From an optimization exercise on the open Yosys and OpenROAD flow, aimed at small area and a short achievable clock period; shortcuts taken in it are not production practice. Only simulation tests tie the RTL to the original design; equivalence was not proved. Power and IR drop assume default switching activity.

== run P ==
==> flow/design.v <==
module d_register
#(
    parameter WIDTH = 8
)
(
    input [WIDTH - 1 : 0] d ,
    input clk,
    input rst,
    output reg [WIDTH - 1 : 0] q
);
always @ (posedge clk or posedge rst) begin
    if (rst)
        q <= 0;
    else
        q <= d;
end
endmodule
module d_flipflop
(
    input d,
    input clk,
    input rst,
    output reg q
);
always @ (posedge clk or posedge rst) begin
    if (rst)
        q <= 1'b0;
    else
        q <= d;
end
endmodule
module negator
#(
parameter INPUT_WIDTH = 7
)
(
input [INPUT_WIDTH - 1 : 0] in,
input  en,
output [INPUT_WIDTH : 0] out
);
assign out = (en) ? ( (~{1'b0,in}) + 1 ): {1'b0, in}; 
endmodule
module mem_byte
(
    input            clk,
    input            we,
    input            hold,
    input            sel,
    input      [7:0] wd,
    output reg [7:0] q,
    output     [7:0] rd_n
);
always @(posedge clk)
    q <= ({8{we}} & wd) | ({8{hold}} & q);
assign rd_n = ~({8{sel}} & q);
endmodule
module register_file
(
    input            clk,
    input            rst,
    input      [3:0] ldm_we,
    input      [7:0] mem_rd,
    input      [7:0] rest0,
    input      [7:0] rest1,
    input      [7:0] rest2,
    input      [7:0] rest3,
    output reg [7:0] q0,
    output reg [7:0] q1,
    output reg [7:0] q2,
    output reg [7:0] q3
);
always @(posedge clk or posedge rst) begin
    if (rst) begin
        q0 <= 8'd0;
        q1 <= 8'd0;
        q2 <= 8'd0;
        q3 <= 8'd0;
    end else begin
        q0 <= ({8{ldm_we[0]}} & mem_rd) | rest0;
        q1 <= ({8{ldm_we[1]}} & mem_rd) | rest1;
        q2 <= ({8{ldm_we[2]}} & mem_rd) | rest2;
        q3 <= ({8{ldm_we[3]}} & mem_rd) | rest3;
    end
end
endmodule
module t_nand4
(
    input  [7:0] a0,
    input  [7:0] a1,
    input  [7:0] a2,
    input  [7:0] a3,
    output [7:0] y
);
assign y = ~(a0 & a1 & a2 & a3);
endmodule
module t_nand3
(
    input  [7:0] a0,
    input  [7:0] a1,
    input  [7:0] a2,
    output [7:0] y
);
assign y = ~(a0 & a1 & a2);
endmodule
module t_nor2
(
    input  [7:0] a0,
    input  [7:0] a1,
    output [7:0] y
);
assign y = ~(a0 | a1);
endmodule
module t_selgen
(
    input  [3:0]  s,
    input  [15:0] r0,
    input  [15:0] r1,
    input  [15:0] r2,
    input  [15:0] r3,
    output [15:0] y_n
);
wire [15:0] p_n = ~(({16{s[0]}} & r0) | ({16{s[1]}} & r1));
wire [15:0] q_n = ~(({16{s[2]}} & r2) | ({16{s[3]}} & r3));
assign y_n = ~(~p_n | ~q_n);
endmodule
module t_mux4oh
(
    input  [3:0] s,
    input  [7:0] r0,
    input  [7:0] r1,
    input  [7:0] r2,
    input  [7:0] r3,
    output [7:0] y
);
assign y = ({8{s[0]}} & r0) | ({8{s[1]}} & r1) | ({8{s[2]}} & r2) | ({8{s[3]}} & r3);
endmodule
module control_unit
(
input [2:0] instruction,
output [1:0] op,
output branch,
output ldh,
output rd_ram,
output ldc,
output w_reg,
output w_ram
);
assign op = rom_output[7:6];
assign branch = rom_output[5];
assign ldh = rom_output[4];
assign rd_ram = rom_output[3];
assign ldc = rom_output[2];
assign w_reg = rom_output[1];
assign w_ram = rom_output[0];
reg [7:0] rom_output;
always @ (instruction) begin
    case (instruction)
        0: rom_output = 8'b00000010;
        1: rom_output = 8'b01000010;
        2: rom_output = 8'b10000010;
        3: rom_output = 8'b00100000;
        4: rom_output = 8'b00001010;
        5: rom_output = 8'b00000001;
        6: rom_output = 8'b00000110;
        7: rom_output = 8'b00010110;
    endcase
end
endmodule
module top
(
    input rst,
    input clk,
    input button,
    output [5:0] leds,
    output [7:0] imem_addr,
    input [7:0] imem_data
);
reg [7:0] pc;
reg       flag;
wire [7:0] ra, rb, rc, rd;
reg       clr;
wire [7:0] I  = imem_data;
wire [2:0] op = I[7:5];
wire is_bgt = (op == 3'd3);
wire is_ld  = (op == 3'd4);
wire is_str = (op == 3'd5);
wire is_ldc = op[2] & op[1];
wire [1:0] s1 = is_ldc ? {1'b0, I[4]} : I[4:3];
wire [1:0] s2 = I[2:1];
reg [7:0] a, b;
always @(*) begin
    case (s1)
        2'd0: a = ra;
        2'd1: a = rb;
        2'd2: a = rc;
        default: a = rd;
    endcase
    case (s2)
        2'd0: b = ra;
        2'd1: b = rb;
        2'd2: b = rc;
        default: b = rd;
    endcase
end
wire [3:0] s2_oh = 4'd1 << s2;
wire [15:0] lo_r [0:3];
wire [15:0] hi_r [0:3];
genvar gi;
generate
    for (gi = 0; gi < 16; gi = gi + 1) begin : pre_g
        assign lo_r[0][gi] = (ra[3:0] == gi);
        assign lo_r[1][gi] = (rb[3:0] == gi);
        assign lo_r[2][gi] = (rc[3:0] == gi);
        assign lo_r[3][gi] = (rd[3:0] == gi);
        assign hi_r[0][gi] = (ra[7:4] == gi);
        assign hi_r[1][gi] = (rb[7:4] == gi);
        assign hi_r[2][gi] = (rc[7:4] == gi);
        assign hi_r[3][gi] = (rd[7:4] == gi);
    end
endgenerate
wire [15:0] lo_sel_n, hi_sel_n;
t_selgen lo_gen (.s(s2_oh), .r0(lo_r[0]), .r1(lo_r[1]), .r2(lo_r[2]), .r3(lo_r[3]), .y_n(lo_sel_n));
t_selgen hi_gen (.s(s2_oh), .r0(hi_r[0]), .r1(hi_r[1]), .r2(hi_r[2]), .r3(hi_r[3]), .y_n(hi_sel_n));
wire [255:0] sel;
generate
    for (gi = 0; gi < 256; gi = gi + 1) begin : sel_g
        assign sel[gi] = ~(hi_sel_n[gi / 16] | lo_sel_n[gi % 16]);
    end
endgenerate
wire [3:0] s1w_oh = 4'd1 << I[4:3];
wire [7:0] wd;
t_mux4oh wd_mux (.s(s1w_oh), .r0(ra), .r1(rb), .r2(rc), .r3(rd), .y(wd));
wire [7:0] rd_n [0:254];
wire [7:0] mem_q [0:254];
generate
    for (gi = 0; gi < 255; gi = gi + 1) begin : byte_g
        wire we = is_str & sel[gi];
        mem_byte u (.clk(clk), .we(we), .hold(~(we | clr)), .sel(sel[gi]),
                    .wd(wd), .q(mem_q[gi]), .rd_n(rd_n[gi]));
    end
endgenerate
wire [7:0] l1 [0:63];
wire [7:0] l2 [0:31];
wire [7:0] l3 [0:7];
wire [7:0] l4 [0:3];
wire [7:0] mem_rd;
generate
    for (gi = 0; gi < 63; gi = gi + 1) begin : l1_g
        t_nand4 u (.a0(rd_n[4*gi]), .a1(rd_n[4*gi+1]), .a2(rd_n[4*gi+2]),
                   .a3(rd_n[4*gi+3]), .y(l1[gi]));
    end
    for (gi = 0; gi < 32; gi = gi + 1) begin : l2_g
        t_nor2 u (.a0(l1[2*gi]), .a1(l1[2*gi+1]), .y(l2[gi]));
    end
    for (gi = 0; gi < 8; gi = gi + 1) begin : l3_g
        t_nand4 u (.a0(l2[4*gi]), .a1(l2[4*gi+1]), .a2(l2[4*gi+2]),
                   .a3(l2[4*gi+3]), .y(l3[gi]));
    end
    for (gi = 0; gi < 4; gi = gi + 1) begin : l4_g
        t_nor2 u (.a0(l3[2*gi]), .a1(l3[2*gi+1]), .y(l4[gi]));
    end
endgenerate
t_nand3 l1_last (.a0(rd_n[252]), .a1(rd_n[253]), .a2(rd_n[254]), .y(l1[63]));
t_nand4 l5 (.a0(l4[0]), .a1(l4[1]), .a2(l4[2]), .a3(l4[3]), .y(mem_rd));
assign leds = ~{mem_q[254][0], mem_q[253][0], mem_q[252][0],
                mem_q[251][0], mem_q[250][0], mem_q[249][0]} | {6{clr}};
wire [7:0] sum  = a + b;
wire [7:0] nnd  = ~(a & b);
wire [7:0] shr  = (b[7:3] != 5'd0) ? 8'd0 : (a >> b[2:0]);
wire       gt   = a > b;
reg [7:0] wdata;
always @(*) begin
    case (op)
        3'd1: wdata = nnd;
        3'd2: wdata = shr;
        3'd6: wdata = {a[7:4], I[3:0]};
        3'd7: wdata = {I[3:0], a[3:0]};
        default: wdata = sum;
    endcase
end
wire [3:0] s1_oh  = 4'd1 << s1;
wire       wr_alu = ~(is_bgt | is_str | is_ld);
wire [3:0] ldm_we = s1_oh & {4{is_ld & ~clr}};
wire [3:0] ld_we  = s1_oh & {4{is_ld}};
wire [3:0] alu_we = s1_oh & {4{wr_alu}};
wire [3:0] keep   = ~(ld_we | alu_we);
wire [7:0] btn8   = {7'b0, sel[255] & button};
wire [7:0] rq [0:3];
wire [7:0] rest [0:3];
assign rq[0] = ra;
assign rq[1] = rb;
assign rq[2] = rc;
assign rq[3] = rd;
generate
    for (gi = 0; gi < 4; gi = gi + 1) begin : rest_g
        assign rest[gi] = ({8{ld_we[gi]}} & btn8) | ({8{alu_we[gi]}} & wdata) |
                          ({8{keep[gi]}} & rq[gi]);
    end
endgenerate
register_file regs (.clk(clk), .rst(rst), .ldm_we(ldm_we), .mem_rd(mem_rd),
                    .rest0(rest[0]), .rest1(rest[1]), .rest2(rest[2]), .rest3(rest[3]),
                    .q0(ra), .q1(rb), .q2(rc), .q3(rd));
wire [7:0] off  = I[4] ? (8'd0 - {4'd0, I[3:0]}) : {4'd0, I[3:0]};
wire       take = is_bgt & flag;
wire [7:0] pc_next = pc + (take ? off : 8'd1);
always @(posedge clk or posedge rst) begin
    if (rst) begin
        pc   <= 8'd0;
        flag <= 1'b0;
        clr  <= 1'b1;
    end else begin
        pc   <= pc_next;
        flag <= gt;
        clr  <= 1'b0;
    end
end
assign imem_addr = pc;
endmodule
Settings: LEC_CHECK=0, CAP_MARGIN=20, CORE_MARGIN=2, CORE_UTILIZATION=55, CTS_CLUSTER_DIAMETER=100, CTS_CLUSTER_SIZE=24, PLACE_DENSITY=0.65, SETUP_SLACK_MARGIN=4.5, SLEW_MARGIN=20, SYNTH_HIERARCHICAL=1; clock period 7.5 ns.
run.sh (not shown) runs the stock make flow with config.mk's settings and CLKGATE_MAP_FILE= SYNTH_SCRIPT=/design/flow/synth_recipe.tcl, a recipe that flattens the netlist after the stock synthesis.
Finished, but not clean: run P, with slew limit.
Relative to run P, the following input files were edited for run D:
# run P
export LEC_CHECK = 0
export CAP_MARGIN = 20
export CORE_MARGIN = 2
export CORE_UTILIZATION = 55
export CTS_CLUSTER_DIAMETER = 100
export CTS_CLUSTER_SIZE = 24
export PLACE_DENSITY = 0.65
export SETUP_SLACK_MARGIN = 4.5
export SLEW_MARGIN = 20
export SYNTH_HIERARCHICAL = 1
create_clock -name core_clock -period 7.5 [get_ports {clk}]
# run D
export LEC_CHECK = 0
export CAP_MARGIN = 20
export CORE_MARGIN = 2
export CORE_UTILIZATION = 55
export CTS_CLUSTER_DIAMETER = 100
export CTS_CLUSTER_SIZE = 24
export PLACE_DENSITY = 0.65
export SETUP_SLACK_MARGIN = 3.5
export SLEW_MARGIN = 20
export SYNTH_HIERARCHICAL = 1
create_clock -name core_clock -period 7.5 [get_ports {clk}]
### Flow results
- Run D finished every stage and its layout cleared the timing, design-rule and antenna checks.
- Looking at synthesis-to-layout area growth across run P and run D, the one that comes out higher is run P.
- Least setup slack across all paths after layout | run D below run P
- When the final numbers for run P and run D were put side by side, the clock share of power turned out to be smaller in run P.
- Between run D and run P, the hold slack does not differ in any meaningful way.
- Dominant kind of cell = multi-input combinational cells: run P; dominant kind of cell = registers: run D
- [compare] base=run P new=run D: total number of vias decreased about 5.5%, detail-routed via count per cell fell by 0.048.
- Diff run P and run D: sequential share of layout area lower in run P

## static timing again, ports no longer ideal
The results above use ideal ports. As a check the final layouts listed here were re-extracted and re-timed, cells and wires unchanged.
Step 1 (the two cells are an assumption about what drives the block):
set clk [get_ports {clk}]
set_driving_cell -lib_cell sky130_fd_sc_hd__clkbuf_16 $clk
set_driving_cell -lib_cell sky130_fd_sc_hd__buf_2 [delete_from_list [all_inputs] $clk]
Step 2 also shifts input and output timing later by t, the mid clock arrival at the registers, as if the neighbouring blocks saw the same clock.
Three values: ideal, step 1, step 2; two values: the first two.
run	t (ns)	slack for setup (ns)	worst setup path at the end
run P	0.853	3.428 / 3.406 / 2.553	input to register
run D	0.845	3.367 / 3.307 / 2.462	input to register
The setup slack of run D, which loses most, moves by -0.060 ns with the drivers and by -0.905 ns with both steps.
